From an optimization exercise on the open Yosys and OpenROAD flow, aimed at small area; shortcuts taken in it are not production practice.
Where RTL was checked, it was by simulation tests only, not by an equivalence proof against the original.
The RTL of runs 1 and 2 was laid out without a check of its function.
Power is estimated from default activity; no workload was simulated.

--- run.sh ---
#!/bin/bash
# synth_recipe.tcl (not shown) runs the flow's synth.tcl, then flattens the netlist and writes it again
# the make line also repeats each setting of config.mk as NAME=value (left out here)
make -C /OpenROAD-flow-scripts/flow DESIGN_CONFIG=/design/flow/config.mk WORK_HOME=/design/flow/orfs CLKGATE_MAP_FILE= SYNTH_SCRIPT=/design/flow/synth_recipe.tcl finish
--- config.mk ---
export PLATFORM = sky130hd
export DESIGN_NAME = mtd_backend
export DESIGN_NICKNAME = mtd_backend
export VERILOG_FILES = /design/flow/design.v
export SDC_FILE = /design/flow/constraint.sdc
export NUM_CORES = 4
export LEC_CHECK = 0
export CAP_MARGIN = 20
export CORE_MARGIN = 2
export CORE_UTILIZATION = 40
export SLEW_MARGIN = 20
--- constraint.sdc ---
create_clock -name core_clock -period 37.0 [get_ports {clk_i}]
set_input_delay 7.4000 -clock core_clock [delete_from_list [all_inputs] [get_ports {clk_i}]]
set_output_delay 7.4000 -clock core_clock [all_outputs]
set_load 0.01 [all_outputs]
--- design.v ---
module fft_wrapper(
    input  [11:0] idx,
    input         opd,
    input  [7:0]  xk_re,
    input  [7:0]  xk_im,
    output [15:0] amp_o,         
    output        amp_vaild_o,   
    output        amp_nz_o       
);
amp_sq u_amp_sq(.re(xk_re), .im(xk_im), .a(amp_o));
assign amp_vaild_o = opd & ~idx[11];
assign amp_nz_o    = (|idx[10:4]) | (idx[3] & (idx[2] | (idx[1] & idx[0])));
endmodule
module amp_sq(input [7:0] re, input [7:0] im, output [15:0] a);
wire p1 = re[0];
wire p2 = im[0];
wire p3 = (re[1] & ~re[0]);
wire p4 = (im[1] & ~im[0]);
wire p5 = (re[0] & re[2]);
wire p6 = (re[1] & re[0]);
wire p7 = (im[0] & im[2]);
wire p8 = (im[1] & im[0]);
wire p9 = (re[0] & re[3]);
wire p10 = (re[2] & ~re[1]);
wire p11 = (im[0] & im[3]);
wire p12 = (im[2] & ~im[1]);
wire p13 = (re[0] & re[4]);
wire p14 = (re[1] & re[3]);
wire p15 = (re[2] & re[1]);
wire p16 = (im[0] & im[4]);
wire p17 = (im[1] & im[3]);
wire p18 = (im[2] & im[1]);
wire p19 = (re[0] & re[5]);
wire p20 = (re[1] & re[4]);
wire p21 = (re[3] & ~re[2]);
wire p22 = (im[0] & im[5]);
wire p23 = (im[1] & im[4]);
wire p24 = (im[3] & ~im[2]);
wire p25 = (re[0] & re[6]);
wire p26 = (re[1] & re[5]);
wire p27 = (re[2] & re[4]);
wire p28 = (re[3] & re[2]);
wire p29 = (im[0] & im[6]);
wire p30 = (im[1] & im[5]);
wire p31 = (im[2] & im[4]);
wire p32 = (im[3] & im[2]);
wire p33 = (re[1] & re[6]);
wire p34 = (re[2] & re[5]);
wire p35 = (re[4] & ~re[3]);
wire p36 = (re[7] & ~re[0]);
wire p37 = re[7];
wire p38 = (im[1] & im[6]);
wire p39 = (im[2] & im[5]);
wire p40 = (im[4] & ~im[3]);
wire p41 = (im[7] & ~im[0]);
wire p42 = im[7];
wire p43 = (re[2] & re[6]);
wire p44 = (re[3] & re[5]);
wire p45 = (re[4] & re[3]);
wire p46 = (re[7] & ~re[1]);
wire p47 = (im[2] & im[6]);
wire p48 = (im[3] & im[5]);
wire p49 = (im[4] & im[3]);
wire p50 = (im[7] & ~im[1]);
wire p51 = (re[3] & re[6]);
wire p52 = (re[5] & ~re[4]);
wire p53 = (re[7] & ~re[2]);
wire p54 = (im[3] & im[6]);
wire p55 = (im[5] & ~im[4]);
wire p56 = (im[7] & ~im[2]);
wire p57 = (re[4] & re[6]);
wire p58 = (re[5] & re[4]);
wire p59 = (re[7] & ~re[3]);
wire p60 = (im[4] & im[6]);
wire p61 = (im[5] & im[4]);
wire p62 = (im[7] & ~im[3]);
wire p63 = (re[6] & ~re[5]);
wire p64 = (re[7] & ~re[4]);
wire p65 = (im[6] & ~im[5]);
wire p66 = (im[7] & ~im[4]);
wire p67 = (re[6] & re[5]);
wire p68 = (re[7] & ~re[5]);
wire p69 = (im[6] & im[5]);
wire p70 = (im[7] & ~im[5]);
wire p71 = (re[7] & ~re[6]);
wire p72 = re[7];
wire p73 = (im[7] & ~im[6]);
wire p74 = im[7];
wire p75 = re[7];
wire p76 = im[7];
wire s77 = p33 ^ p34;
wire c78 = p33 & p34;
wire s79 = p25 ^ p26 ^ p27;
wire c80 = (p25 & p26) | (p25 & p27) | (p26 & p27);
wire s81 = p35 ^ p36 ^ p37;
wire c82 = (p35 & p36) | (p35 & p37) | (p36 & p37);
wire s83 = p38 ^ p39 ^ p40;
wire c84 = (p38 & p39) | (p38 & p40) | (p39 & p40);
wire s85 = p43 ^ p44 ^ p45;
wire c86 = (p43 & p44) | (p43 & p45) | (p44 & p45);
wire s87 = p46 ^ p47 ^ p48;
wire c88 = (p46 & p47) | (p46 & p48) | (p47 & p48);
wire s89 = p49 ^ p50;
wire c90 = p49 & p50;
wire s91 = p51 ^ p52 ^ p53;
wire c92 = (p51 & p52) | (p51 & p53) | (p52 & p53);
wire s93 = p54 ^ p55;
wire c94 = p54 & p55;
wire s95 = p57 ^ p58 ^ p59;
wire c96 = (p57 & p58) | (p57 & p59) | (p58 & p59);
wire s97 = p13 ^ p14 ^ p15;
wire c98 = (p13 & p14) | (p13 & p15) | (p14 & p15);
wire s99 = p19 ^ p20 ^ p21;
wire c100 = (p19 & p20) | (p19 & p21) | (p20 & p21);
wire s101 = p22 ^ p23;
wire c102 = p22 & p23;
wire s103 = p28 ^ p29 ^ p30;
wire c104 = (p28 & p29) | (p28 & p30) | (p29 & p30);
wire s105 = p31 ^ p32 ^ s79;
wire c106 = (p31 & p32) | (p31 & s79) | (p32 & s79);
wire s107 = p41 ^ p42 ^ s77;
wire c108 = (p41 & p42) | (p41 & s77) | (p42 & s77);
wire s109 = c80 ^ s81 ^ s83;
wire c110 = (c80 & s81) | (c80 & s83) | (s81 & s83);
wire s111 = c78 ^ c82 ^ c84;
wire c112 = (c78 & c82) | (c78 & c84) | (c82 & c84);
wire s113 = s85 ^ s87 ^ s89;
wire c114 = (s85 & s87) | (s85 & s89) | (s87 & s89);
wire s115 = p56 ^ c86 ^ c88;
wire c116 = (p56 & c86) | (p56 & c88) | (c86 & c88);
wire s117 = c90 ^ s91 ^ s93;
wire c118 = (c90 & s91) | (c90 & s93) | (s91 & s93);
wire s119 = p60 ^ p61 ^ p62;
wire c120 = (p60 & p61) | (p60 & p62) | (p61 & p62);
wire s121 = c92 ^ c94 ^ s95;
wire c122 = (c92 & c94) | (c92 & s95) | (c94 & s95);
wire s123 = p63 ^ p64 ^ p65;
wire c124 = (p63 & p64) | (p63 & p65) | (p64 & p65);
wire s125 = p66 ^ c96;
wire c126 = p66 & c96;
wire s127 = p67 ^ p68 ^ p69;
wire c128 = (p67 & p68) | (p67 & p69) | (p68 & p69);
wire s129 = p71 ^ p72;
wire c130 = p71 & p72;
wire s131 = p5 ^ p6;
wire c132 = p5 & p6;
wire s133 = p9 ^ p10 ^ p11;
wire c134 = (p9 & p10) | (p9 & p11) | (p10 & p11);
wire s135 = p16 ^ p17 ^ p18;
wire c136 = (p16 & p17) | (p16 & p18) | (p17 & p18);
wire s137 = p24 ^ c98 ^ s99;
wire c138 = (p24 & c98) | (p24 & s99) | (c98 & s99);
wire s139 = c100 ^ c102 ^ s103;
wire c140 = (c100 & c102) | (c100 & s103) | (c102 & s103);
wire s141 = c104 ^ c106 ^ s107;
wire c142 = (c104 & c106) | (c104 & s107) | (c106 & s107);
wire s143 = c108 ^ c110 ^ s111;
wire c144 = (c108 & c110) | (c108 & s111) | (c110 & s111);
wire s145 = c112 ^ c114 ^ s115;
wire c146 = (c112 & c114) | (c112 & s115) | (c114 & s115);
wire s147 = c116 ^ c118 ^ s119;
wire c148 = (c116 & c118) | (c116 & s119) | (c118 & s119);
wire s149 = c120 ^ c122 ^ s123;
wire c150 = (c120 & c122) | (c120 & s123) | (c122 & s123);
wire s151 = p70 ^ c124 ^ c126;
wire c152 = (p70 & c124) | (p70 & c126) | (c124 & c126);
wire s153 = p73 ^ p74 ^ c128;
wire c154 = (p73 & p74) | (p73 & c128) | (p74 & c128);
wire s155 = p75 ^ p76;
wire c156 = p75 & p76;
wire s157 = p7 ^ p8;
wire c158 = p7 & p8;
wire s159 = p12 ^ c132 ^ s133;
wire c160 = (p12 & c132) | (p12 & s133) | (c132 & s133);
wire s161 = s97 ^ c134 ^ s135;
wire c162 = (s97 & c134) | (s97 & s135) | (c134 & s135);
wire s163 = s101 ^ c136 ^ s137;
wire c164 = (s101 & c136) | (s101 & s137) | (c136 & s137);
wire s165 = s105 ^ c138 ^ s139;
wire c166 = (s105 & c138) | (s105 & s139) | (c138 & s139);
wire s167 = s109 ^ c140 ^ s141;
wire c168 = (s109 & c140) | (s109 & s141) | (c140 & s141);
wire s169 = s113 ^ c142 ^ s143;
wire c170 = (s113 & c142) | (s113 & s143) | (c142 & s143);
wire s171 = s117 ^ c144 ^ s145;
wire c172 = (s117 & c144) | (s117 & s145) | (c144 & s145);
wire s173 = s121 ^ c146 ^ s147;
wire c174 = (s121 & c146) | (s121 & s147) | (c146 & s147);
wire s175 = s125 ^ c148 ^ s149;
wire c176 = (s125 & c148) | (s125 & s149) | (c148 & s149);
wire s177 = s127 ^ c150 ^ s151;
wire c178 = (s127 & c150) | (s127 & s151) | (c150 & s151);
wire s179 = s129 ^ c152 ^ s153;
wire c180 = (s129 & c152) | (s129 & s153) | (c152 & s153);
wire s181 = c130 ^ c154 ^ s155;
wire c182 = (c130 & c154) | (c130 & s155) | (c154 & s155);
wire s183 = p1 ^ p2;
wire c184 = p1 & p2;
wire s185 = p3 ^ p4;
wire c186 = p3 & p4;
wire s187 = s131 ^ s157 ^ c186;
wire c188 = (s131 & s157) | (s131 & c186) | (s157 & c186);
wire s189 = c158 ^ s159 ^ c188;
wire c190 = (c158 & s159) | (c158 & c188) | (s159 & c188);
wire s191 = c160 ^ s161 ^ c190;
wire c192 = (c160 & s161) | (c160 & c190) | (s161 & c190);
wire s193 = c162 ^ s163 ^ c192;
wire c194 = (c162 & s163) | (c162 & c192) | (s163 & c192);
wire s195 = c164 ^ s165 ^ c194;
wire c196 = (c164 & s165) | (c164 & c194) | (s165 & c194);
wire s197 = c166 ^ s167 ^ c196;
wire c198 = (c166 & s167) | (c166 & c196) | (s167 & c196);
wire s199 = c168 ^ s169 ^ c198;
wire c200 = (c168 & s169) | (c168 & c198) | (s169 & c198);
wire s201 = c170 ^ s171 ^ c200;
wire c202 = (c170 & s171) | (c170 & c200) | (s171 & c200);
wire s203 = c172 ^ s173 ^ c202;
wire c204 = (c172 & s173) | (c172 & c202) | (s173 & c202);
wire s205 = c174 ^ s175 ^ c204;
wire c206 = (c174 & s175) | (c174 & c204) | (s175 & c204);
wire s207 = c176 ^ s177 ^ c206;
wire c208 = (c176 & s177) | (c176 & c206) | (s177 & c206);
wire s209 = c178 ^ s179 ^ c208;
wire c210 = (c178 & s179) | (c178 & c208) | (s179 & c208);
wire s211 = c180 ^ s181 ^ c210;
wire c212 = (c180 & s181) | (c180 & c210) | (s181 & c210);
assign a = {s211, s209, s207, s205, s203, s201, s199, s197, s195, s193, s191, s189, s187, s185, c184, s183};
endmodule
module fault_detect(
    input         clk_i,
    input         rst_n_i,
    input  [15:0] amp_i,
    input         amp_vaild_i,
    input         amp_nz_i,
    output reg    fault_detected_o,
    output reg    vaild_o
);
localparam [10:0] LO = 11'd1620, HI = 11'd1761;
reg [2:0]  vh;        
reg [10:0] pos;       
reg [15:0] max_amp;
reg        max_inb;   
reg gt;
integer i;
always @(*) begin
    gt = 1'b0;
    for (i = 0; i < 16; i = i + 1)
        gt = (amp_i[i] & ~max_amp[i]) | (~(amp_i[i] ^ max_amp[i]) & gt);
end
reg [10:0] pos_inc;
reg        c;
always @(*) begin
    c = 1'b1;
    for (i = 0; i < 11; i = i + 1) begin
        pos_inc[i] = pos[i] ^ c;
        c = c & pos[i];
    end
end
wire dec      = vh[2] & ~vh[1];      
wire dec_next = vh[1] & ~vh[0];      
wire upd      = amp_vaild_i & amp_nz_i & gt;
reg ge_lo, le_hi;
always @(*) begin
    ge_lo = 1'b1;
    le_hi = 1'b1;
    for (i = 0; i < 11; i = i + 1) begin
        ge_lo = (pos[i] & ~LO[i]) | (~(pos[i] ^ LO[i]) & ge_lo);
        le_hi = (~pos[i] & HI[i]) | (~(pos[i] ^ HI[i]) & le_hi);
    end
end
wire inb = ge_lo & le_hi;
always @(posedge clk_i or negedge rst_n_i) begin
    if (!rst_n_i) begin
        vh <= 3'd0;
        pos <= 11'd0;
        max_amp <= 16'd0;
        max_inb <= 1'b0;
        vaild_o <= 1'b0;
        fault_detected_o <= 1'b0;
    end else begin
        vh <= {vh[1:0], amp_vaild_i};
        pos <= amp_vaild_i ? pos_inc : 11'd0;
        if (dec) begin
            max_amp <= 16'd0;
            max_inb <= 1'b0;
        end else if (upd) begin
            max_amp <= amp_i;
            if (!dec_next)
                max_inb <= inb;
        end
        vaild_o <= dec;
        fault_detected_o <= dec & ~max_inb;
    end
end
endmodule
module fault_detect_top(
    input        clk_i,
    input        rst_n_i,
    input        opd,
    input [11:0] idx,
    input [7:0]  xk_re,
    input [7:0]  xk_im,
    output       fault_detected_o,
    output       vaild_o
);
wire [15:0] amp;
wire        amp_vld;
wire        amp_nz;
fft_wrapper u_fft_wrapper(
    .opd(opd),
    .idx(idx),
    .xk_re(xk_re),
    .xk_im(xk_im),
    .amp_o(amp),
    .amp_vaild_o(amp_vld),
    .amp_nz_o(amp_nz)
);
fault_detect u_fault_detect(
    .clk_i(clk_i),
    .rst_n_i(rst_n_i),
    .amp_i(amp),
    .amp_vaild_i(amp_vld),
    .amp_nz_i(amp_nz),
    .fault_detected_o(fault_detected_o),
    .vaild_o(vaild_o)
);
endmodule
module motor_ctrl(
    input       clk_i,
    input       rst_n_i,
    input       left_i,      
    input       right_i,     
    output reg  pwm_o
);
localparam [19:0] P_22500  = 20'h907FB;
localparam [19:0] P_40500  = 20'h2F337;
localparam [19:0] P_58500  = 20'hB7227;
localparam [19:0] P_539999 = 20'hCA6F5;
localparam [23:0] D_END    = 24'h650431;    
reg [19:0] pc;
reg [1:0]  zone;         
reg [1:0]  duty;         
reg [23:0] dc;
wire p_end = (pc == P_539999);
wire d_end = (dc == D_END);
always @(posedge clk_i or negedge rst_n_i) begin
    if (!rst_n_i) begin
        pc <= 20'd0;
        zone <= 2'd3;
        duty <= 2'd0;
        dc <= 24'd0;
        pwm_o <= 1'b0;
    end else begin
        pc <= p_end ? 20'd0 : {pc[18:0], ~(pc[19] ^ pc[16])};
        if (pc == 20'd0)
            zone <= 2'd0;
        else if (pc == P_22500)
            zone <= 2'd1;
        else if (pc == P_40500)
            zone <= 2'd2;
        else if (pc == P_58500)
            zone <= 2'd3;
        if (left_i)
            duty <= 2'd1;
        else if (right_i)
            duty <= 2'd2;
        else if (d_end)
            duty <= 2'd0;
        if (left_i | right_i)
            dc <= 24'd1;
        else if (d_end)
            dc <= 24'd0;
        else
            dc <= {dc[22:0], dc[23] ^ dc[22] ^ dc[21] ^ dc[16]};
        pwm_o <= duty[0] ? (zone == 2'd0) :
                 duty[1] ? (zone != 2'd3) : ~zone[1];
    end
end
endmodule
module uart_send(
    input              sys_clk,
    input              sys_rst_n,
    input              uart_en,        
    input       [7:0]  uart_din,       
    output             uart_tx_busy,
    output reg         uart_txd
);
localparam [11:0] C_2637 = 12'hC30;
localparam [11:0] C_2811 = 12'hCAC;
reg        en_d;
reg        tx_flag;
reg [11:0] clk_cnt;
reg [3:0]  tx_cnt;
assign uart_tx_busy = tx_flag;
always @(posedge sys_clk or negedge sys_rst_n) begin
    if (!sys_rst_n) begin
        en_d <= 1'b0;
        tx_flag <= 1'b0;
        clk_cnt <= 12'd0;
        tx_cnt <= 4'd0;
        uart_txd <= 1'b1;
    end else begin
        en_d <= uart_en;
        if (en_d)
            tx_flag <= 1'b1;
        else if (tx_cnt == 4'd9 && clk_cnt == C_2637)
            tx_flag <= 1'b0;
        if (tx_flag) begin
            clk_cnt <= (clk_cnt == C_2811) ? 12'd0 :
                       {clk_cnt[10:0], ~(clk_cnt[11] ^ clk_cnt[10] ^ clk_cnt[9] ^ clk_cnt[3])};
            if (clk_cnt == C_2811)
                tx_cnt <= {tx_cnt[3:1] ^ {tx_cnt[2] & tx_cnt[1] & tx_cnt[0], tx_cnt[1] & tx_cnt[0], tx_cnt[0]}, ~tx_cnt[0]};
        end else begin
            clk_cnt <= 12'd0;
            tx_cnt <= 4'd0;
        end
        if (tx_flag)
            case (tx_cnt)
                4'd0: uart_txd <= 1'b0;
                4'd1: uart_txd <= uart_din[0];
                4'd2: uart_txd <= uart_din[1];
                4'd3: uart_txd <= uart_din[2];
                4'd4: uart_txd <= uart_din[3];
                4'd5: uart_txd <= uart_din[4];
                4'd6: uart_txd <= uart_din[5];
                4'd7: uart_txd <= uart_din[6];
                4'd8: uart_txd <= uart_din[7];
                default: uart_txd <= 1'b1;
            endcase
        else
            uart_txd <= 1'b1;
    end
end
endmodule
module uart_screen_ctrl(
    input       clk_i,
    input       rst_n_i,
    input       good_i,          
    input       bad_i,           
    output      uart_tx
);
localparam IDLE = 3'd0, GTXT = 3'd1, GCNT = 3'd2, BTXT = 3'd3,
           BCNT = 3'd4, TTXT = 3'd5, TCNT = 3'd6, ENDT = 3'd7;
reg [2:0] state;
reg [7:0] cnt;
reg       st_chg;        
reg       st_chg_d;      
reg       cnt_chg;
reg       cnt_chg_d;
reg       cnt_finish;
reg       busy_t1, busy_t0;
reg [3:0] digit;         
reg [3:0] g_one, g_ten, b_one, b_ten, t_one, t_ten;    
wire uart_busy;
function [3:0] inc4(input [3:0] x);
    inc4 = {x[3] ^ (x[2] & x[1] & x[0]), x[2] ^ (x[1] & x[0]), x[1] ^ x[0], ~x[0]};
endfunction
function [7:0] bcd_inc(input [3:0] ten, input [3:0] one);
    if (one == 4'd9)
        bcd_inc = {(ten == 4'd9) ? 4'd0 : inc4(ten), 4'd0};
    else
        bcd_inc = {ten, inc4(one)};
endfunction
reg [7:0] cnt_inc;
reg       ci;
integer   i;
always @(*) begin
    ci = 1'b1;
    for (i = 0; i < 8; i = i + 1) begin
        cnt_inc[i] = cnt[i] ^ ci;
        ci = ci & cnt[i];
    end
end
always @(posedge clk_i or negedge rst_n_i) begin
    if (!rst_n_i) begin
        {g_ten, g_one} <= 8'd0;
        {b_ten, b_one} <= 8'd0;
        {t_ten, t_one} <= 8'd0;
    end else begin
        if (good_i)
            {g_ten, g_one} <= bcd_inc(g_ten, g_one);
        if (bad_i)
            {b_ten, b_one} <= bcd_inc(b_ten, b_one);
        if (good_i | bad_i)
            {t_ten, t_one} <= bcd_inc(t_ten, t_one);
    end
end
wire is_g = (state == GCNT);
wire is_b = (state == BCNT);
wire [3:0] c_ten = is_g ? g_ten : is_b ? b_ten : t_ten;
wire [3:0] c_one = is_g ? g_one : is_b ? b_one : t_one;
wire       two   = (c_ten != 4'd0);
wire       is_cnt = is_g | is_b | (state == TCNT);
reg [7:0] last_n;
always @(*) begin
    case (state)
        GTXT, BTXT: last_n = 8'd29;
        TTXT:       last_n = 8'd16;
        ENDT:       last_n = 8'd3;
        default:    last_n = two ? 8'd2 : 8'd1;
    endcase
end
wire busy_negedge = busy_t0 & ~busy_t1;
wire last = (cnt == last_n);
reg [2:0] state_nx;
always @(*) begin
    state_nx = state;
    case (state)
        IDLE: if (good_i) state_nx = GTXT; else if (bad_i) state_nx = BTXT;
        GTXT: if (cnt_finish) state_nx = GCNT;
        GCNT: if (cnt_finish) state_nx = TTXT;
        BTXT: if (cnt_finish) state_nx = BCNT;
        BCNT: if (cnt_finish) state_nx = TTXT;
        TTXT: if (cnt_finish) state_nx = TCNT;
        TCNT: if (cnt_finish) state_nx = ENDT;
        ENDT: if (cnt_finish) state_nx = IDLE;
    endcase
end
reg [7:0] cnt_nx;
always @(*) begin
    if (state == IDLE)
        cnt_nx = 8'd0;
    else if (st_chg_d)
        cnt_nx = 8'd1;
    else if (busy_negedge)
        cnt_nx = last ? 8'd0 : cnt_inc;
    else
        cnt_nx = cnt;
end
wire uart_en = (cnt != 8'd0) & cnt_chg_d;
wire [3:0] code = two ? ((cnt == 8'd1) ? c_ten : (cnt == 8'd2) ? c_one : 4'hF)
                      : ((cnt == 8'd1) ? c_one : 4'hF);
always @(posedge clk_i or negedge rst_n_i) begin
    if (!rst_n_i) begin
        state <= IDLE;
        cnt <= 8'd0;
        st_chg <= 1'b0;
        st_chg_d <= 1'b0;
        cnt_chg <= 1'b0;
        cnt_chg_d <= 1'b0;
        cnt_finish <= 1'b0;
        busy_t1 <= 1'b0;
        busy_t0 <= 1'b0;
        digit <= 4'd0;
    end else begin
        state <= state_nx;
        cnt <= cnt_nx;
        st_chg <= (state_nx != state);
        st_chg_d <= st_chg;
        cnt_chg <= (cnt_nx != cnt);
        cnt_chg_d <= cnt_chg;
        cnt_finish <= (state != IDLE) & busy_negedge & last;
        busy_t1 <= uart_busy;
        busy_t0 <= busy_t1;
        if (uart_en)
            digit <= code;
    end
end
reg [7:0] txt;
always @(*) begin
    txt = 8'h00;
    case (state)
        GTXT, BTXT:
            case (cnt)
                8'd1:  txt = 8'h74;
                8'd2:  txt = 8'h32;
                8'd3:  txt = 8'h2E;
                8'd4:  txt = 8'h74;
                8'd5:  txt = 8'h78;
                8'd6:  txt = 8'h74;
                8'd7:  txt = 8'h3D;
                8'd8:  txt = 8'h22;
                8'd9:  txt = (state == GTXT) ? 8'hC1 : 8'hB4;
                8'd10: txt = (state == GTXT) ? 8'hBC : 8'hCE;
                8'd11: txt = 8'hC6;
                8'd12: txt = 8'hB7;
                8'd13: txt = 8'h22;
                8'd14: txt = 8'hFF;
                8'd15: txt = 8'hFF;
                8'd16: txt = 8'hFF;
                8'd17: txt = 8'h70;
                8'd18: txt = 8'h61;
                8'd19: txt = 8'h67;
                8'd20: txt = 8'h65;
                8'd21: txt = 8'h33;
                8'd22: txt = 8'h2E;
                8'd23: txt = 8'h6E;
                8'd24: txt = (state == GTXT) ? 8'h37 : 8'h38;
                8'd25: txt = 8'h2E;
                8'd26: txt = 8'h76;
                8'd27: txt = 8'h61;
                8'd28: txt = 8'h6C;
                8'd29: txt = 8'h3D;
                default: txt = 8'h00;
            endcase
        TTXT:
            case (cnt)
                8'd1:  txt = 8'hFF;
                8'd2:  txt = 8'hFF;
                8'd3:  txt = 8'hFF;
                8'd4:  txt = 8'h70;
                8'd5:  txt = 8'h61;
                8'd6:  txt = 8'h67;
                8'd7:  txt = 8'h65;
                8'd8:  txt = 8'h33;
                8'd9:  txt = 8'h2E;
                8'd10: txt = 8'h6E;
                8'd11: txt = 8'h36;
                8'd12: txt = 8'h2E;
                8'd13: txt = 8'h76;
                8'd14: txt = 8'h61;
                8'd15: txt = 8'h6C;
                8'd16: txt = 8'h3D;
                default: txt = 8'h00;
            endcase
        ENDT:
            txt = 8'hFF;
        default:
            txt = (digit == 4'hF) ? 8'h00 : {4'h3, digit};
    endcase
end
uart_send u_uart_send(
    .sys_clk(clk_i),
    .sys_rst_n(rst_n_i),
    .uart_en(uart_en),
    .uart_din(txt),
    .uart_tx_busy(uart_busy),
    .uart_txd(uart_tx)
);
endmodule
module mtd_backend(
    input           clk_i,
    input           rst_n_i,
    input           infrared_key,
    input           fft_opd,
    input  [11:0]   fft_idx,
    input  [7:0]    fft_xk_re,
    input  [7:0]    fft_xk_im,
    output reg      fault_detect_led,
    output          motor_pwm,
    output          uart_tx_o
);
wire dec_vld;    
wire dec_bad;    
reg  good_pulse, bad_pulse;
reg  good_d, bad_d;
always @(posedge clk_i or negedge rst_n_i) begin
    if (!rst_n_i)
        fault_detect_led <= 1'b1;
    else if (!infrared_key)
        fault_detect_led <= 1'b1;
    else if (dec_vld)
        fault_detect_led <= ~dec_bad;
end
always @(posedge clk_i or negedge rst_n_i) begin
    if (!rst_n_i) begin
        good_pulse <= 1'b0;
        bad_pulse  <= 1'b0;
        good_d     <= 1'b0;
        bad_d      <= 1'b0;
    end else begin
        good_pulse <= dec_vld & ~dec_bad;
        bad_pulse  <= dec_vld & dec_bad;
        good_d     <= good_pulse;
        bad_d      <= bad_pulse;
    end
end
fault_detect_top u_fault_detect_top(
    .clk_i(clk_i),
    .rst_n_i(rst_n_i),
    .opd(fft_opd),
    .idx(fft_idx),
    .xk_re(fft_xk_re),
    .xk_im(fft_xk_im),
    .fault_detected_o(dec_bad),
    .vaild_o(dec_vld)
);
motor_ctrl u_motor_ctrl(
    .clk_i(clk_i),
    .rst_n_i(rst_n_i),
    .left_i(good_d),
    .right_i(bad_d),
    .pwm_o(motor_pwm)
);
uart_screen_ctrl u_uart_screen_ctrl(
    .clk_i(clk_i),
    .rst_n_i(rst_n_i),
    .good_i(good_d),
    .bad_i(bad_d),
    .uart_tx(uart_tx_o)
);
endmodule
==> results.yml, run 1 <==
worst_setup_path:
  critical_path_fanouts_max: 20
  cpMaxStageDelayCell: "sky130_fd_sc_hd__clkdlybuf4s50_1"
  cp_num_buf_inv: 5
  cp_top_family: "adder cells"
  worst_r2r_path_depth: 10
  timing.setup.critical_path_class: "input port to flop"
  timing.rr.end: "u_uart_screen_ctrl.u_uart_send.uart_txd$_DFF_PN1_"
  critical_path_arrival_ps: 15300
  worstPathRequired_ps: 37310
  reg2reg_slack_ps: 33700
  cpPeakStageDelay_ps: 600
  critical-path-top-cell-by-count: "sky130_fd_sc_hd__fa_1"
  crit_path_end_kind: "flop"
  setup.worst_path.start: "fft_xk_re[0]"
  timing.critical_path.from_type: "input port"
  worstReg2RegStart: "u_uart_screen_ctrl.cnt[0]$_DFF_PN0_"
  path_depth: 28
  crit_path_end: "u_fault_detect_top.u_fault_detect.max_inb$_DFFE_PN0P_"
routing:
  via_per_inst: 5.179
  dr_drc_count: 0
  wire_length_reported_by_the_detailed_router_mm: 20.48
  detailedRoute.firstPassIterationCount: 5
  route.antenna.remaining_nets: 0
  first_iter_violations: 565
  route.detailed.wl_per_inst_um: 14.79
  num_vias: 7173
power:
  seq_power_share: 0.336
  share_clk_of_total_power: 0.255
  switching_share: 0.3922
  p_total_uw: 680.1
  leakagePower_nw: 5.067
  internal_power_uw: 413.3
  vdd_drop_max_mv: 0.03889
  powerDensity_nw_per_um2: 60.88
  power.combinational.fraction: 0.410
  switching_power_uw: 266.7
clock_network:
  worst_setup_hold_path_clk_slew_ps: 70
  cts_setup_buffers: 0
  cts_hold_repair.buffers: 0
  post_cts_resized: 0
  clock_latency_ps: 430
  cts_htree_levels: 4
  cts_max_path_buffers: 2
  numClockSinks: 152
  ctsRootBufferMaster: "sky130_fd_sc_hd__clkbuf_16"
  cts_tree: "built"
  numCtsBuffers: 17
die:
  initial_core_util: 0.4086
  top_level_ports: 35
  core_area_um2: 24390
  floorplan.die.width_um: 161.9
  die_height_um: 161.9
  row_count: 57
  dieArea_um2: 26200
timing:
  finalClockSkew_ps: 10.64
  post-route-period-util: 0.4051
  timing_worst_slew_pin_value_ps: 913.0
  timing.slew.headroom: 0.3867
  finalHoldViolations: 0
  period_needed_ps: 14990
  timing.fmax_ghz: 0.06671
  fin_worst_hold_slack_ps: 351.6
  rsz0062_at_grt: "no"
  summed_negative_setup_slack_over_all_endpoints_ps: 0
  fin_ws_ps: 22010
  timing.final.max_slew_violations: 0
  finalSetupViolCount: 0
place:
  dp_worst_setup_slack_ps: 21560
  detailed_place_hpwl_mm: 14.67
  portBuffers: 34
  routabilityCongestion: 0.8892
job:
  max_cap_violations: 0
global_routing:
  grtUsageTotal: 0.1685
  grt_overflow_total: 0
  initial_antenna_violation_count: 0
  grt_first_pass_wirelength_mm: 35.94
  pin_count_of_the_biggest_net_entering_global_routing: 92
  number_of_global_route_vias_before_repair: 7268
logic_synthesis:
  yosys.area_share.simple: 0.2071
  synth_top_family_by_area: "simple AND/OR/NAND/NOR gates"
  number_of_distinct_library_cell_variants_in_the_gate_level_netlist_after_synthesis: 69
  postSynthRegisterBits: 152
  ys_seq_area_frac: 0.3821
  compound_gate_fraction_of_synth_area: 0.1289
  post_synthesis_instance_area_um2: 9967
  multiplexer_share_of_the_synthesized_area: 0.02234
  post_syn_instances: 1038
  asyncSetResetFlopFracSynth: 1.000
  postSynthAreaPerCell_um2: 9.602
  synthesis.nets: 1174
  yosys.area_share.xor_xnor: 0.02724
  yosysTopAreaCell: "sky130_fd_sc_hd__dfrtp_1"
  synth.top_cell.area_share: 0.3716
  synth.yosys.warnings: 5
  primary_flip_flop_cell_chosen_by_synthesis_mapping: "sky130_fd_sc_hd__dfrtp_1"
  synth-edff-count: 0
  synth-adder-area-share: 0.1690
  synth.top_cells.by_area: "sky130_fd_sc_hd__dfrtp_1 37%, sky130_fd_sc_hd__fa_1 10%, sky130_fd_sc_hd__ha_1 6.7%"
finish:
  final_core_utilization: 0.4580
  fin_nets: 1184
  layout_cell_share_with_drive_strength_beyond_1: 0.05844
  diodes: 0
  most_frequent_cells_in_the_layout: "148 x sky130_fd_sc_hd__dfrtp_1, 112 x sky130_fd_sc_hd__inv_1, 83 x sky130_fd_sc_hd__and2_1"
  area_delta_synth_final_pct: 12.08
  layout_commonest_cell: "sky130_fd_sc_hd__dfrtp_1"
outcome:
  status: "complete, no violations"
hold_path:
  worst_hold_path_type: "flop to flop"
-- area by class of cell --
| type | instances | area (µm²) |
|---|---|---|
| Fill cell | 2379 | 13220 |
| Clock inverter | 15 | 176.4 |
| Timing Repair Buffer | 41 | 394.1 |
| Multi-Input combinational cell | 724 | 5540 |
| Inverter | 112 | 420.4 |
| Sequential cell | 152 | 3809 |
| Tap cell | 324 | 405.4 |
| Clock buffer | 17 | 425.4 |
-- worst reg2reg max path: stages, from the launching register on --
cell and delay (ps):
sky130_fd_sc_hd__dfrtp_1 570, sky130_fd_sc_hd__inv_1 230, sky130_fd_sc_hd__ha_1 450, sky130_fd_sc_hd__nand2b_1 270, sky130_fd_sc_hd__nor4b_1 180, sky130_fd_sc_hd__a2111oi_0 470, sky130_fd_sc_hd__o221ai_1 210, sky130_fd_sc_hd__a22oi_1 230
sky130_fd_sc_hd__a31oi_1 110, sky130_fd_sc_hd__a2111oi_0 280, sky130_fd_sc_hd__o21ai_0 190
-- synthesized netlist by cell type, drive strengths merged (23+ instances only) --
cell	count
clkbuf	40
and2	83
a21oi	43
o21ai	35
fa	51
nand2b	23
inv	112
nand2	81
nor3	23
nor2	52
dfrtp	148
nor2b	33
ha	53
-- registers in the layout (all words and copies together) (netlist names), 3 cells and up --
register / cells
u_uart_screen_ctrl.u_uart_send.tx_cnt: 4
u_uart_screen_ctrl.b_ten: 4
u_uart_screen_ctrl.digit: 4
u_fault_detect_top.u_fault_detect.pos: 11
u_uart_screen_ctrl.state: 3
u_uart_screen_ctrl.t_one: 4
u_motor_ctrl.pc: 20
u_fault_detect_top.u_fault_detect.vh: 3
u_uart_screen_ctrl.u_uart_send.clk_cnt: 12
u_uart_screen_ctrl.g_one: 4
u_fault_detect_top.u_fault_detect.max_amp: 16
u_uart_screen_ctrl.g_ten: 4
u_uart_screen_ctrl.cnt: 8
u_motor_ctrl.dc: 24
u_uart_screen_ctrl.b_one: 4
u_uart_screen_ctrl.t_ten: 4
-- routing by layer --
metal | wire length [µm] | global-route usage | vias up
li1 | - | - | 3529
met1 | 10080 | 0.2330 | 3476
met2 | 9404 | 0.2714 | 144
met3 | 652 | 0.02630 | 24
met4 | 347 | 0.05712 | 0
met5 | 0 | 0 | -
-- cell families after synthesis --
logic type	Yosys count
AOI/OAI and AO/OA	186
xor gates and xnor gates	31
adders and majority gates	104
buffers and inverters	162
DFF	152
muxes	22
and+or+nand+nor	381
-- worst min-delay path by stage --
stage	start	end	slack [ps]	cells after the start
6_report	bad_pulse$_DFF_PN0_	bad_d$_DFF_PN0_	350	0
5_1_grt	bad_pulse$_DFF_PN0_	bad_d$_DFF_PN0_	360	0
4_1_cts	bad_pulse$_DFF_PN0_	bad_d$_DFF_PN0_	350	0
3_5_place_dp	bad_pulse$_DFF_PN0_	bad_d$_DFF_PN0_	340	0
3_3_place_gp	bad_pulse$_DFF_PN0_	bad_d$_DFF_PN0_	330	0
2_1_floorplan	bad_pulse$_DFF_PN0_	bad_d$_DFF_PN0_	330	0
-- power by group through the flow --
stage               clock network (mW)  registers (mW)  logic (mW)
detailed placement                   0           0.231       0.279
CTS                              0.179           0.228       0.280
floorplan                            0           0.217       0.219
finish                           0.173           0.228       0.279
global route                     0.186           0.234       0.321
global placement                     0           0.231       0.275
-- per-stage QoR --
stage / instance area [µm²] / std cells
after global routing: 11170 / 1385
after detailed placement: 10570 / 1353
after CTS: 11170 / 1385
final: 11170 / 1385
after global placement: 10570 / 1353
after floorplan: 9967 / 1038
==> run 2, diff against run 1 <==
--- a/design.v
+++ b/design.v
@@ -445,8 +445,8 @@
 reg [7:0] cnt;
 reg       st_chg;        
 reg       st_chg_d;      
-reg       cnt_chg;
-reg       cnt_chg_d;
+reg       cnt_up;        
+reg       uart_en;       
 reg       cnt_finish;
 reg       busy_t1, busy_t0;
 reg [3:0] digit;         
@@ -461,16 +461,6 @@
     else
         bcd_inc = {ten, inc4(one)};
 endfunction
-reg [7:0] cnt_inc;
-reg       ci;
-integer   i;
-always @(*) begin
-    ci = 1'b1;
-    for (i = 0; i < 8; i = i + 1) begin
-        cnt_inc[i] = cnt[i] ^ ci;
-        ci = ci & cnt[i];
-    end
-end
 always @(posedge clk_i or negedge rst_n_i) begin
     if (!rst_n_i) begin
         {g_ten, g_one} <= 8'd0;
@@ -485,23 +475,35 @@
             {t_ten, t_one} <= bcd_inc(t_ten, t_one);
     end
 end
-wire is_g = (state == GCNT);
-wire is_b = (state == BCNT);
+reg [7:0] cnt_inc;
+reg       ci;
+integer   i;
+always @(*) begin
+    ci = 1'b1;
+    for (i = 0; i < 8; i = i + 1) begin
+        cnt_inc[i] = cnt[i] ^ ci;
+        ci = ci & cnt[i];
+    end
+end
+wire is_g   = (state == GCNT);
+wire is_b   = (state == BCNT);
+wire is_cnt = is_g | is_b | (state == TCNT);
 wire [3:0] c_ten = is_g ? g_ten : is_b ? b_ten : t_ten;
 wire [3:0] c_one = is_g ? g_one : is_b ? b_one : t_one;
 wire       two   = (c_ten != 4'd0);
-wire       is_cnt = is_g | is_b | (state == TCNT);
+wire       tail  = (state == TTXT) | (state == ENDT);
 reg [7:0] last_n;
 always @(*) begin
     case (state)
-        GTXT, BTXT: last_n = 8'd29;
-        TTXT:       last_n = 8'd16;
-        ENDT:       last_n = 8'd3;
-        default:    last_n = two ? 8'd2 : 8'd1;
+        GTXT, BTXT, TTXT: last_n = 8'd29;
+        ENDT:             last_n = 8'd16;
+        default:          last_n = two ? 8'd2 : 8'd1;
     endcase
 end
 wire busy_negedge = busy_t0 & ~busy_t1;
-wire last = (cnt == last_n);
+wire last  = (cnt == last_n);
+wire zero  = (cnt == 8'd0);
+wire wrap  = &cnt;
 reg [2:0] state_nx;
 always @(*) begin
     state_nx = state;
@@ -521,13 +523,13 @@
     if (state == IDLE)
         cnt_nx = 8'd0;
     else if (st_chg_d)
-        cnt_nx = 8'd1;
+        cnt_nx = tail ? 8'd14 : 8'd1;
     else if (busy_negedge)
         cnt_nx = last ? 8'd0 : cnt_inc;
     else
         cnt_nx = cnt;
 end
-wire uart_en = (cnt != 8'd0) & cnt_chg_d;
+wire cnt_up_nx = (state != IDLE) & (st_chg_d ? zero : busy_negedge & ~last & ~wrap);
 wire [3:0] code = two ? ((cnt == 8'd1) ? c_ten : (cnt == 8'd2) ? c_one : 4'hF)
                       : ((cnt == 8'd1) ? c_one : 4'hF);
 always @(posedge clk_i or negedge rst_n_i) begin
@@ -536,8 +538,8 @@
         cnt <= 8'd0;
         st_chg <= 1'b0;
         st_chg_d <= 1'b0;
-        cnt_chg <= 1'b0;
-        cnt_chg_d <= 1'b0;
+        cnt_up <= 1'b0;
+        uart_en <= 1'b0;
         cnt_finish <= 1'b0;
         busy_t1 <= 1'b0;
         busy_t0 <= 1'b0;
@@ -547,8 +549,8 @@
         cnt <= cnt_nx;
         st_chg <= (state_nx != state);
         st_chg_d <= st_chg;
-        cnt_chg <= (cnt_nx != cnt);
-        cnt_chg_d <= cnt_chg;
+        cnt_up <= cnt_up_nx;
+        uart_en <= cnt_up;
         cnt_finish <= (state != IDLE) & busy_negedge & last;
         busy_t1 <= uart_busy;
         busy_t0 <= busy_t1;
@@ -558,66 +560,40 @@
 end
 reg [7:0] txt;
 always @(*) begin
-    txt = 8'h00;
-    case (state)
-        GTXT, BTXT:
-            case (cnt)
-                8'd1:  txt = 8'h74;
-                8'd2:  txt = 8'h32;
-                8'd3:  txt = 8'h2E;
-                8'd4:  txt = 8'h74;
-                8'd5:  txt = 8'h78;
-                8'd6:  txt = 8'h74;
-                8'd7:  txt = 8'h3D;
-                8'd8:  txt = 8'h22;
-                8'd9:  txt = (state == GTXT) ? 8'hC1 : 8'hB4;
-                8'd10: txt = (state == GTXT) ? 8'hBC : 8'hCE;
-                8'd11: txt = 8'hC6;
-                8'd12: txt = 8'hB7;
-                8'd13: txt = 8'h22;
-                8'd14: txt = 8'hFF;
-                8'd15: txt = 8'hFF;
-                8'd16: txt = 8'hFF;
-                8'd17: txt = 8'h70;
-                8'd18: txt = 8'h61;
-                8'd19: txt = 8'h67;
-                8'd20: txt = 8'h65;
-                8'd21: txt = 8'h33;
-                8'd22: txt = 8'h2E;
-                8'd23: txt = 8'h6E;
-                8'd24: txt = (state == GTXT) ? 8'h37 : 8'h38;
-                8'd25: txt = 8'h2E;
-                8'd26: txt = 8'h76;
-                8'd27: txt = 8'h61;
-                8'd28: txt = 8'h6C;
-                8'd29: txt = 8'h3D;
-                default: txt = 8'h00;
-            endcase
-        TTXT:
-            case (cnt)
-                8'd1:  txt = 8'hFF;
-                8'd2:  txt = 8'hFF;
-                8'd3:  txt = 8'hFF;
-                8'd4:  txt = 8'h70;
-                8'd5:  txt = 8'h61;
-                8'd6:  txt = 8'h67;
-                8'd7:  txt = 8'h65;
-                8'd8:  txt = 8'h33;
-                8'd9:  txt = 8'h2E;
-                8'd10: txt = 8'h6E;
-                8'd11: txt = 8'h36;
-                8'd12: txt = 8'h2E;
-                8'd13: txt = 8'h76;
-                8'd14: txt = 8'h61;
-                8'd15: txt = 8'h6C;
-                8'd16: txt = 8'h3D;
-                default: txt = 8'h00;
-            endcase
-        ENDT:
-            txt = 8'hFF;
-        default:
-            txt = (digit == 4'hF) ? 8'h00 : {4'h3, digit};
+    case (cnt[4:0])
+        5'd1:  txt = 8'h74;
+        5'd2:  txt = 8'h32;
+        5'd3:  txt = 8'h2E;
+        5'd4:  txt = 8'h74;
+        5'd5:  txt = 8'h78;
+        5'd6:  txt = 8'h74;
+        5'd7:  txt = 8'h3D;
+        5'd8:  txt = 8'h22;
+        5'd9:  txt = (state == GTXT) ? 8'hC1 : 8'hB4;
+        5'd10: txt = (state == GTXT) ? 8'hBC : 8'hCE;
+        5'd11: txt = 8'hC6;
+        5'd12: txt = 8'hB7;
+        5'd13: txt = 8'h22;
+        5'd14: txt = 8'hFF;
+        5'd15: txt = 8'hFF;
+        5'd16: txt = 8'hFF;
+        5'd17: txt = 8'h70;
+        5'd18: txt = 8'h61;
+        5'd19: txt = 8'h67;
+        5'd20: txt = 8'h65;
+        5'd21: txt = 8'h33;
+        5'd22: txt = 8'h2E;
+        5'd23: txt = 8'h6E;
+        5'd24: txt = (state == GTXT) ? 8'h37 : (state == BTXT) ? 8'h38 : 8'h36;
+        5'd25: txt = 8'h2E;
+        5'd26: txt = 8'h76;
+        5'd27: txt = 8'h61;
+        5'd28: txt = 8'h6C;
+        5'd29: txt = 8'h3D;
+        default: txt = 8'h00;
     endcase
+    if (is_cnt)
+        txt = (digit == 4'hF) ? 8'h00 : {4'h3, digit};
 end
 uart_send u_uart_send(
     .sys_clk(clk_i),
==> flow/run.sh (new file) <==
#!/bin/bash
# Standard layout, with smaller port buffers and a clock tree without dummy loads.
cp standard.sh standard.sh.txt 2>/dev/null
export BUFFER_PORTS_ARGS="-buffer_cell sky130_fd_sc_hd__buf_1"
export CTS_ARGS="-sink_clustering_enable -repair_clock_nets -dont_use_dummy_load -buf_list sky130_fd_sc_hd__clkbuf_8"
bash standard.sh > standard.log 2>&1
==> standard.sh (new file) <==
#!/bin/bash
# synth_recipe.tcl (not shown) runs the flow's synth.tcl, then flattens the netlist and writes it again
# the make line also repeats each setting of config.mk as NAME=value (left out here)
make -C /OpenROAD-flow-scripts/flow DESIGN_CONFIG=/design/flow/config.mk WORK_HOME=/design/flow/orfs CLKGATE_MAP_FILE= SYNTH_SCRIPT=/design/flow/synth_recipe.tcl "${@:-finish}"
--- a/config.mk
+++ b/config.mk
@@ -5,6 +5,7 @@
 export SDC_FILE = /design/flow/constraint.sdc
 export NUM_CORES = 4
 export LEC_CHECK = 0
+export ABC_AREA = 1
 export CAP_MARGIN = 20
 export CORE_MARGIN = 2
 export CORE_UTILIZATION = 40
removed: run.sh
==> results.yml, run 2 <==
outcome:
  status: "complete, no violations"
worst_setup_path:
  crit_path_end_kind: "flop"
  cpMaxStageDelayCell: "sky130_fd_sc_hd__fa_1"
  cpPeakStageDelay_ps: 450
  timing.critical_path.from_type: "input port"
  timing.setup.critical_path_class: "input port to flop"
  cp_num_buf_inv: 5
  cp_top_family: "adder cells"
  critical_path_fanouts_max: 18
  critical-path-top-cell-by-count: "sky130_fd_sc_hd__fa_1"
  worst_r2r_path_depth: 13
  path_depth: 28
  critical_path_arrival_ps: 14000
  worstPathRequired_ps: 37330
power:
  leakagePower_nw: 5.291
  powerDensity_nw_per_um2: 55.08
  share_clk_of_total_power: 0.166
  internal_power_uw: 333.9
  seq_power_share: 0.387
  vdd_drop_max_mv: 0.02578
  switching_power_uw: 227.2
  power.combinational.fraction: 0.448
  switching_share: 0.4049
  p_total_uw: 561.1
timing:
  finalHoldViolations: 0
  post-route-period-util: 0.3693
  timing_worst_slew_pin_value_ps: 940.2
  timing.fmax_ghz: 0.07318
  summed_negative_setup_slack_over_all_endpoints_ps: 0
  timing.final.max_slew_violations: 0
  rsz0062_at_grt: "no"
  timing.slew.headroom: 0.3732
  period_needed_ps: 13670
  finalClockSkew_ps: 27.62
  finalSetupViolCount: 0
clock_network:
  cts_hold_repair.buffers: 0
  cts_tree: "built"
  clock_latency_ps: 440
  cts_setup_buffers: 0
  worst_setup_hold_path_clk_slew_ps: 60
  numCtsBuffers: 17
  cts_htree_levels: 4
  ctsRootBufferMaster: "sky130_fd_sc_hd__clkbuf_8"
  cts_max_path_buffers: 2
  post_cts_resized: 0
  numClockSinks: 152
logic_synthesis:
  synthTopCellsByCount: "293 x sky130_fd_sc_hd__inv_1, 160 x sky130_fd_sc_hd__nand2_1, 158 x sky130_fd_sc_hd__nor2_1, 148 x sky130_fd_sc_hd__dfrtp_1, 51 x sky130_fd_sc_hd__fa_1"
  postSynthAreaPerCell_um2: 8.158
  ys_seq_area_frac: 0.3994
  yosysTopAreaCell: "sky130_fd_sc_hd__dfrtp_1"
  primary_flip_flop_cell_chosen_by_synthesis_mapping: "sky130_fd_sc_hd__dfrtp_1"
  number_of_distinct_library_cell_variants_in_the_gate_level_netlist_after_synthesis: 45
  synth.yosys.warnings: 5
  synthesis.nets: 1301
  postSynthRegisterBits: 152
  post_synthesis_instance_area_um2: 9537
  synth-edff-count: 0
  post-synth-top-count-cell: "sky130_fd_sc_hd__inv_1"
  asyncSetResetFlopFracSynth: 1.000
  synth.top_cells.by_area: "sky130_fd_sc_hd__dfrtp_1 39%, sky130_fd_sc_hd__inv_1 12%, sky130_fd_sc_hd__fa_1 11%"
  synth.top_cell.area_share: 0.3883
  post_syn_instances: 1169
hold_path:
  worstHoldPathCells: 0
  worst_hold_path_type: "flop to flop"
die:
  core_area_um2: 23470
  initial_core_util: 0.4063
  floorplan.die.width_um: 158.4
  die_height_um: 158.4
  row_count: 56
  top_level_ports: 35
  dieArea_um2: 25090
global_routing:
  grt_first_pass_wirelength_mm: 32.82
  pin_count_of_the_biggest_net_entering_global_routing: 79
  grt_overflow_total: 0
  initial_antenna_violation_count: 0
  number_of_global_route_vias_before_repair: 7095
  grtUsageTotal: 0.1618
place:
  routabilityCongestion: 0.8845
  portBuffers: 34
  detailed_place_hpwl_mm: 14.39
  place_area_um2: 9950
  placedCellCount: 1493
routing:
  route.antenna.remaining_nets: 0
  route.detailed.wl_per_inst_um: 12.24
  detailedRoute.firstPassIterationCount: 6
  first_iter_violations: 436
  dr_drc_count: 0
  num_vias: 7220
  via_per_inst: 4.781
  wire_length_reported_by_the_detailed_router_mm: 18.49
finish:
  diodes: 0
  area_delta_synth_final_pct: 6.823
  most_frequent_cells_in_the_layout: "293 x sky130_fd_sc_hd__inv_1, 160 x sky130_fd_sc_hd__nand2_1, 158 x sky130_fd_sc_hd__nor2_1"
  final-instance-count-excl-fill: 1510
  layout_cell_share_with_drive_strength_beyond_1: 0.03526
  post-route-cell-area_um2: 10190
  largest_registers_in_the_final_layout: "u_motor_ctrl.dc x24, u_motor_ctrl.pc x20, u_fault_detect_top.u_fault_detect.max_amp x16"
  fin_nets: 1325
  layout_commonest_cell: "sky130_fd_sc_hd__inv_1"
  largest_reg_flops: 24
  largest_register: "u_motor_ctrl.dc"
job:
  max_cap_violations: 0
[run 2: final cells by class]
type | count | area (µm²)
Sequential cell | 152 | 3809
Multi-Input combinational cell | 690 | 4484
Timing Repair Buffer | 36 | 150.1
Inverter | 296 | 1111
Clock buffer | 17 | 234.0
Fill cell | 2334 | 13290
Tap cell | 319 | 399.1
[run 2: power groups by stage]
stage	sequential, mW	clock (mW)	combinational, mW
floorplan	0.215	0	0.196
CTS	0.217	0.0972	0.255
detailed placement	0.220	0	0.254
global route	0.221	0.103	0.299
finish	0.217	0.0930	0.251
global placement	0.220	0	0.250
[run 2: per-layer routing]
layer	vias to the layer above	global-route usage	wire, µm
li1	3637	-	-
met1	3431	0.2109	8585
met2	129	0.2716	9031
met3	23	0.03239	558
met4	0	0.05148	310
met5	-	0	0
[run 2: cells by family (layout without fill, tap and decap cells)]
family	count (synthesis)	in the layout	share of synthesized area
AOI/OAI and AO/OA	140	140	0.08804
buffers and inverters	327	349	0.1304
adders and majority gates	100	100	0.1713
DFF	152	152	0.3994
and+or+nand+nor	428	428	0.1906
xor gates and xnor gates	22	22	0.02021
[run 2: path summary, 6_finish.rpt]
kind,from,to,slack [ps]
setup / recovery,fft_xk_re[2],u_fault_detect_top.u_fault_detect.max_amp[1]$_DFFE_PN0P_,23330
hold / removal,u_uart_screen_ctrl.cnt_up$_DFF_PN0_,u_uart_screen_ctrl.uart_en$_DFF_PN0_,360
setup reg to reg,u_uart_screen_ctrl.state[0]$_DFF_PN0_,u_uart_screen_ctrl.cnt[0]$_DFFE_PN0P_,33960
hold reg to reg,u_uart_screen_ctrl.cnt_up$_DFF_PN0_,u_uart_screen_ctrl.uart_en$_DFF_PN0_,360
max in group asynchronous,rst_n_i,u_uart_screen_ctrl.b_ten[0]$_DFFE_PN0P_,28470
min in group asynchronous,rst_n_i,u_motor_ctrl.pc[12]$_DFF_PN0_,7090
[run 2: worst register-to-register path: stages (launching register included)]
cell and delay [ps]:
sky130_fd_sc_hd__dfrtp_1 460, sky130_fd_sc_hd__inv_2 170, sky130_fd_sc_hd__nand3_2 270, sky130_fd_sc_hd__o211ai_1 210
sky130_fd_sc_hd__o21ai_0 180, sky130_fd_sc_hd__or4_4 610, sky130_fd_sc_hd__nand2_1 90, sky130_fd_sc_hd__xor2_1 60
sky130_fd_sc_hd__a2111oi_1 320, sky130_fd_sc_hd__nand2_2 190, sky130_fd_sc_hd__inv_2 150, sky130_fd_sc_hd__o21ai_2 60
sky130_fd_sc_hd__o2111ai_1 60, sky130_fd_sc_hd__o21ai_1 80
[run 2: per-stage QoR]
step	setup WS [ps]	hold WS, ps	util
finish	23330	357.6	0.4340
global route	22900	360.0	0.4340
CTS	23310	358.7	0.4338
detailed placement	22860	342.6	0.4239
global placement	22960	335.2	0.4239
floorplan	23280	331.2	-
==> run 3, diff against run 2 <==
--- a/design.v
+++ b/design.v
@@ -380,55 +380,53 @@
 module uart_send(
     input              sys_clk,
     input              sys_rst_n,
-    input              uart_en,        
+    input              start_i,        
+    input              halt_i,         
+    input              load_i,         
     input       [7:0]  uart_din,       
-    output             uart_tx_busy,
+    output reg  [11:0] ph_o,
+    output reg  [3:0]  txc_o,
     output reg         uart_txd
 );
-localparam [11:0] C_2637 = 12'hC30;
-localparam [11:0] C_2811 = 12'hCAC;
-reg        en_d;
-reg        tx_flag;
-reg [11:0] clk_cnt;
-reg [3:0]  tx_cnt;
-assign uart_tx_busy = tx_flag;
+localparam [11:0] C_2637 = 12'hC30;    
+localparam [11:0] C_2811 = 12'hCAC;    
+wire stop    = (txc_o == 4'd15);
+wire bit_end = (ph_o == C_2811) & ~stop;
+wire tx_end  = (txc_o == 4'd9) & (ph_o == C_2637);
+wire clr     = start_i | halt_i | bit_end | tx_end | stop;
+always @(posedge sys_clk) begin
+    if (load_i)
+        ph_o <= 12'h007;
+    else if (clr)
+        ph_o <= 12'd0;
+    else
+        ph_o <= {ph_o[10:0], ~(ph_o[11] ^ ph_o[10] ^ ph_o[9] ^ ph_o[3])};
+end
 always @(posedge sys_clk or negedge sys_rst_n) begin
     if (!sys_rst_n) begin
-        en_d <= 1'b0;
-        tx_flag <= 1'b0;
-        clk_cnt <= 12'd0;
-        tx_cnt <= 4'd0;
+        txc_o <= 4'd15;
         uart_txd <= 1'b1;
     end else begin
-        en_d <= uart_en;
-        if (en_d)
-            tx_flag <= 1'b1;
-        else if (tx_cnt == 4'd9 && clk_cnt == C_2637)
-            tx_flag <= 1'b0;
-        if (tx_flag) begin
-            clk_cnt <= (clk_cnt == C_2811) ? 12'd0 :
-                       {clk_cnt[10:0], ~(clk_cnt[11] ^ clk_cnt[10] ^ clk_cnt[9] ^ clk_cnt[3])};
-            if (clk_cnt == C_2811)
-                tx_cnt <= {tx_cnt[3:1] ^ {tx_cnt[2] & tx_cnt[1] & tx_cnt[0], tx_cnt[1] & tx_cnt[0], tx_cnt[0]}, ~tx_cnt[0]};
-        end else begin
-            clk_cnt <= 12'd0;
-            tx_cnt <= 4'd0;
-        end
-        if (tx_flag)
-            case (tx_cnt)
-                4'd0: uart_txd <= 1'b0;
-                4'd1: uart_txd <= uart_din[0];
-                4'd2: uart_txd <= uart_din[1];
-                4'd3: uart_txd <= uart_din[2];
-                4'd4: uart_txd <= uart_din[3];
-                4'd5: uart_txd <= uart_din[4];
-                4'd6: uart_txd <= uart_din[5];
-                4'd7: uart_txd <= uart_din[6];
-                4'd8: uart_txd <= uart_din[7];
-                default: uart_txd <= 1'b1;
-            endcase
-        else
-            uart_txd <= 1'b1;
+        if (start_i)
+            txc_o <= 4'd0;
+        else if (halt_i)
+            txc_o <= 4'd15;
+        else if (load_i | tx_end)
+            txc_o <= 4'd14;
+        else if (bit_end)
+            txc_o <= {txc_o[3:1] ^ {txc_o[2] & txc_o[1] & txc_o[0], txc_o[1] & txc_o[0], txc_o[0]}, ~txc_o[0]};
+        case (txc_o)
+            4'd0: uart_txd <= 1'b0;
+            4'd1: uart_txd <= uart_din[0];
+            4'd2: uart_txd <= uart_din[1];
+            4'd3: uart_txd <= uart_din[2];
+            4'd4: uart_txd <= uart_din[3];
+            4'd5: uart_txd <= uart_din[4];
+            4'd6: uart_txd <= uart_din[5];
+            4'd7: uart_txd <= uart_din[6];
+            4'd8: uart_txd <= uart_din[7];
+            default: uart_txd <= 1'b1;
+        endcase
     end
 end
 endmodule
@@ -443,15 +441,19 @@
            BCNT = 3'd4, TTXT = 3'd5, TCNT = 3'd6, ENDT = 3'd7;
 reg [2:0] state;
 reg [7:0] cnt;
-reg       st_chg;        
-reg       st_chg_d;      
-reg       cnt_up;        
-reg       uart_en;       
-reg       cnt_finish;
-reg       busy_t1, busy_t0;
+reg       fin;           
 reg [3:0] digit;         
 reg [3:0] g_one, g_ten, b_one, b_ten, t_one, t_ten;    
-wire uart_busy;
+wire [11:0] ph;          
+wire [3:0]  txc;         
+wire        gap  = (txc == 4'd14);
+wire        stop = (txc == 4'd15);
+wire s1 = gap & ph[0] & ~ph[1];
+wire s2 = gap & ph[1] & ~ph[2];
+wire s3 = gap & ph[2] & ~ph[3];
+wire s4 = gap & ph[3] & ~ph[4];
+wire s6 = gap & ph[5] & ~ph[6];
+wire s7 = gap & ph[6] & ~ph[7];
 function [3:0] inc4(input [3:0] x);
     inc4 = {x[3] ^ (x[2] & x[1] & x[0]), x[2] ^ (x[1] & x[0]), x[1] ^ x[0], ~x[0]};
 endfunction
@@ -491,7 +493,6 @@
 wire [3:0] c_ten = is_g ? g_ten : is_b ? b_ten : t_ten;
 wire [3:0] c_one = is_g ? g_one : is_b ? b_one : t_one;
 wire       two   = (c_ten != 4'd0);
-wire       tail  = (state == TTXT) | (state == ENDT);
 reg [7:0] last_n;
 always @(*) begin
     case (state)
@@ -500,64 +501,52 @@
         default:          last_n = two ? 8'd2 : 8'd1;
     endcase
 end
-wire busy_negedge = busy_t0 & ~busy_t1;
-wire last  = (cnt == last_n);
-wire zero  = (cnt == 8'd0);
-wire wrap  = &cnt;
+wire last = (cnt == last_n);
 reg [2:0] state_nx;
 always @(*) begin
-    state_nx = state;
     case (state)
-        IDLE: if (good_i) state_nx = GTXT; else if (bad_i) state_nx = BTXT;
-        GTXT: if (cnt_finish) state_nx = GCNT;
-        GCNT: if (cnt_finish) state_nx = TTXT;
-        BTXT: if (cnt_finish) state_nx = BCNT;
-        BCNT: if (cnt_finish) state_nx = TTXT;
-        TTXT: if (cnt_finish) state_nx = TCNT;
-        TCNT: if (cnt_finish) state_nx = ENDT;
-        ENDT: if (cnt_finish) state_nx = IDLE;
+        GTXT:    state_nx = GCNT;
+        GCNT:    state_nx = TTXT;
+        BTXT:    state_nx = BCNT;
+        BCNT:    state_nx = TTXT;
+        TTXT:    state_nx = TCNT;
+        TCNT:    state_nx = ENDT;
+        default: state_nx = IDLE;
     endcase
 end
-reg [7:0] cnt_nx;
-always @(*) begin
-    if (state == IDLE)
-        cnt_nx = 8'd0;
-    else if (st_chg_d)
-        cnt_nx = tail ? 8'd14 : 8'd1;
-    else if (busy_negedge)
-        cnt_nx = last ? 8'd0 : cnt_inc;
-    else
-        cnt_nx = cnt;
-end
-wire cnt_up_nx = (state != IDLE) & (st_chg_d ? zero : busy_negedge & ~last & ~wrap);
+wire idle    = (state == IDLE);
+wire restart = idle & (good_i | bad_i) & (stop | s3);    
+wire wrap    = s1 & ~last & (&cnt);                      
+wire halt    = wrap | (s3 & fin & idle & ~restart);
+wire start   = fin ? s7 : s4;
+wire latch   = fin ? s6 : s3;
 wire [3:0] code = two ? ((cnt == 8'd1) ? c_ten : (cnt == 8'd2) ? c_one : 4'hF)
                       : ((cnt == 8'd1) ? c_one : 4'hF);
 always @(posedge clk_i or negedge rst_n_i) begin
     if (!rst_n_i) begin
         state <= IDLE;
         cnt <= 8'd0;
-        st_chg <= 1'b0;
-        st_chg_d <= 1'b0;
-        cnt_up <= 1'b0;
-        uart_en <= 1'b0;
-        cnt_finish <= 1'b0;
-        busy_t1 <= 1'b0;
-        busy_t0 <= 1'b0;
-        digit <= 4'd0;
+        fin <= 1'b0;
     end else begin
-        state <= state_nx;
-        cnt <= cnt_nx;
-        st_chg <= (state_nx != state);
-        st_chg_d <= st_chg;
-        cnt_up <= cnt_up_nx;
-        uart_en <= cnt_up;
-        cnt_finish <= (state != IDLE) & busy_negedge & last;
-        busy_t1 <= uart_busy;
-        busy_t0 <= busy_t1;
-        if (uart_en)
-            digit <= code;
+        if (restart) begin
+            state <= good_i ? GTXT : BTXT;
+            cnt <= 8'd1;
+        end else if (s2 & fin) begin
+            state <= state_nx;
+            cnt <= (state_nx == TTXT || state_nx == ENDT) ? 8'd14 : 8'd1;
+        end else if (s1) begin
+            cnt <= last ? cnt : cnt_inc;
+        end
+        if (restart & stop)
+            fin <= 1'b1;
+        else if (s1)
+            fin <= last;
     end
 end
+always @(posedge clk_i) begin
+    if (latch)
+        digit <= code;
+end
 reg [7:0] txt;
 always @(*) begin
     case (cnt[4:0])
@@ -598,9 +587,12 @@
 uart_send u_uart_send(
     .sys_clk(clk_i),
     .sys_rst_n(rst_n_i),
-    .uart_en(uart_en),
+    .start_i(start),
+    .halt_i(halt),
+    .load_i(restart & stop),
     .uart_din(txt),
-    .uart_tx_busy(uart_busy),
+    .ph_o(ph),
+    .txc_o(txc),
     .uart_txd(uart_tx)
 );
 endmodule
==> run.sh (new file) <==
#!/bin/bash
# synth_recipe.tcl (not shown) runs the flow's synth.tcl, then flattens the netlist and writes it again
# the make line also repeats each setting of config.mk as NAME=value (left out here)
make -C /OpenROAD-flow-scripts/flow DESIGN_CONFIG=/design/flow/config.mk WORK_HOME=/design/flow/orfs CLKGATE_MAP_FILE= SYNTH_SCRIPT=/design/flow/synth_recipe.tcl finish
removed: flow/run.sh
removed: standard.sh
==> results.yml, run 3 <==
timing:
  post-route-period-util: 0.3841
  period_needed_ps: 14210
  summed_negative_setup_slack_over_all_endpoints_ps: 0
  finalSetupViolCount: 0
  timing.final.max_slew_violations: 0
  rsz0062_at_grt: "no"
  timing.fmax_ghz: 0.07037
worst_setup_path:
  timing.setup.critical_path_class: "input port to flop"
  critical-path-top-cell-by-count: "sky130_fd_sc_hd__fa_1"
  timing.critical_path.from_type: "input port"
  setup.worst_path.start: "fft_xk_re[2]"
  worstReg2RegStart: "u_fault_detect_top.u_fault_detect.max_amp[1]$_DFFE_PN0P_"
  timing.rr.end: "u_fault_detect_top.u_fault_detect.max_amp[4]$_DFFE_PN0P_"
  reg2reg_slack_ps: 33940
  cpPeakStageDelay_ps: 670
  crit_path_end_kind: "flop"
  cpMaxStageDelayCell: "sky130_fd_sc_hd__clkdlybuf4s50_1"
  critical_path_arrival_ps: 14540
routing:
  route.detailed.wl_per_inst_um: 11.73
  via_per_inst: 4.747
  num_vias: 7324
  route.antenna.remaining_nets: 0
logic_synthesis:
  synth-adder-area-share: 0.1727
  yosys.area_share.simple: 0.2103
  ys_seq_area_frac: 0.3776
  synth.top_cell.area_share: 0.3173
  yosys.area_share.xor_xnor: 0.02023
  synthTopCellsByCount: "306 x sky130_fd_sc_hd__inv_1, 169 x sky130_fd_sc_hd__nor2_1, 158 x sky130_fd_sc_hd__nand2_1, 120 x sky130_fd_sc_hd__dfrtp_1"
  yosysTopAreaCell: "sky130_fd_sc_hd__dfrtp_1"
  post_synthesis_instance_area_um2: 9464
  synth.yosys.warnings: 5
  postSynthRegisterBits: 144
  postSynthAreaPerCell_um2: 7.973
  multiplexer_share_of_the_synthesized_area: 0
global_routing:
  number_of_global_route_vias_before_repair: 7237
  initial_antenna_violation_count: 0
  grtUsageTotal: 0.1592
  grt_first_pass_wirelength_mm: 32.17
  pin_count_of_the_biggest_net_entering_global_routing: 73
  grt_overflow_total: 0
clock_network:
  worst_setup_hold_path_clk_slew_ps: 60
  post_cts_resized: 0
  cts_max_path_buffers: 2
  cts_htree_levels: 4
  cts_tree: "built"
  cts_setup_buffers: 0
finish:
  area_delta_synth_final_pct: 13.39
  largest_registers_in_the_final_layout: "u_motor_ctrl.dc x24, u_motor_ctrl.pc x20, u_fault_detect_top.u_fault_detect.max_amp x16"
  fin_nets: 1343
  layout_cell_share_with_drive_strength_beyond_1: 0.05392
  post-route-cell-area_um2: 10730
  largest_reg_flops: 24
  final-instance-count-excl-fill: 1543
  largest_register: "u_motor_ctrl.dc"
die:
  initial_core_util: 0.4056
  row_count: 56
  floorplan.die.width_um: 157.8
  core_area_um2: 23330
  die_height_um: 157.8
place:
  place_area_um2: 10090
  placedCellCount: 1511
  detailed_place_hpwl_mm: 13.88
  portBuffers: 34
power:
  vdd_drop_max_mv: 0.03110
  powerDensity_nw_per_um2: 49.22
  leakagePower_nw: 5.483
  p_total_uw: 528.2
hold_path:
  worst_hold_path_type: "flop to flop"
  holdPathEnd: "bad_d$_DFF_PN0_"
outcome:
  status: "complete, no violations"
job:
  max_cap_violations: 0
[run 3: cell count changes in the layout (fill, tap and decap cells not counted), moves of 12 or more]
cell / before / now
sky130_fd_sc_hd__buf_1: 33 / 0
sky130_fd_sc_hd__clkbuf_16: 0 / 17
sky130_fd_sc_hd__clkbuf_8: 17 / 0
sky130_fd_sc_hd__clkdlybuf4s50_1: 0 / 33
sky130_fd_sc_hd__dfrtp_1: 148 / 120
sky130_fd_sc_hd__dfxtp_1: 0 / 12
sky130_fd_sc_hd__inv_1: 293 / 306
[run 3: layout make-up]
type,instances,area [µm²]
fillers,2320,12600
repair buffers,36,356.6
clock inverters,15,217.7
inverters,308,1156
multi-input cells,704,4603
flip-flops and latches,144,3573
well taps,319,399.1
clock buffers,17,425.4
[run 3: worst max-delay path: cells and delay by family]
kind                     cells  cell delay (ps)
XOR/XNOR                     3              400
adder cells (fa/ha/maj)     14             4750
buffers and inverters        5              940
AND/OR/NAND/NOR              6              960
AO/OA/AOI/OAI                1              100
[run 3: worst max path at each step]
stage | to | depth (start not counted)
after floorplan | u_fault_detect_top.u_fault_detect.max_amp[10]$_DFFE_PN0P_ | 30
after global placement | u_fault_detect_top.u_fault_detect.max_amp[15]$_DFFE_PN0P_ | 29
after detailed placement | u_fault_detect_top.u_fault_detect.max_amp[4]$_DFFE_PN0P_ | 29
after CTS | u_fault_detect_top.u_fault_detect.max_amp[4]$_DFFE_PN0P_ | 29
after global routing | u_fault_detect_top.u_fault_detect.max_amp[11]$_DFFE_PN0P_ | 29
final | u_fault_detect_top.u_fault_detect.max_amp[4]$_DFFE_PN0P_ | 29
[run 3: kinds of logic after synthesis]
group,count (synthesis)
AOI/OAI and AO/OA,129
xor gates and xnor gates,21
adders and majority gates,100
buffers and inverters,339
DFF,144
and+or+nand+nor,454
[run 3: power by group]
part | switching, mW | leakage, nW | internal [mW] | total, mW
registers | 0.00887 | 1.78 | 0.173 | 0.182
logic | 0.0939 | 3.39 | 0.0654 | 0.159
clock network | 0.0771 | 0.314 | 0.110 | 0.187
total | 0.180 | 5.48 | 0.348 | 0.528
[run 3: per-layer routing]
metal,up-vias,wire [µm],GRT usage
li1,3711,-,-
met1,3461,8503,0.2037
met2,122,8701,0.2679
met3,30,504,0.02573
met4,0,396,0.06667
met5,-,0,0

[what the ideal ports hide]
No port has a modelled driver above. Below, the same layouts with a new extraction and two added sets of constraints.
Step 1 sets driving cells, clkbuf_16 on the clock port and buf_2 on the other inputs (assumed; they add their load-dependent delay and slew).
Step 2 also shifts input and output timing later by t, the mid clock arrival at the registers, as if the neighbouring blocks saw the same clock.
a / b / c = no drivers / after step 1 / after step 2; a / b = the first two.
run | shift t [ns] | slack for setup (ns)
run 1 | 0.472 | 22.011 / 22.033 / 21.561
run 2 | 0.468 | 23.334 / 23.356 / 22.888
run 3 | 0.466 | 22.790 / 22.804 / 22.338
After both steps setup and hold are still met in every run listed.
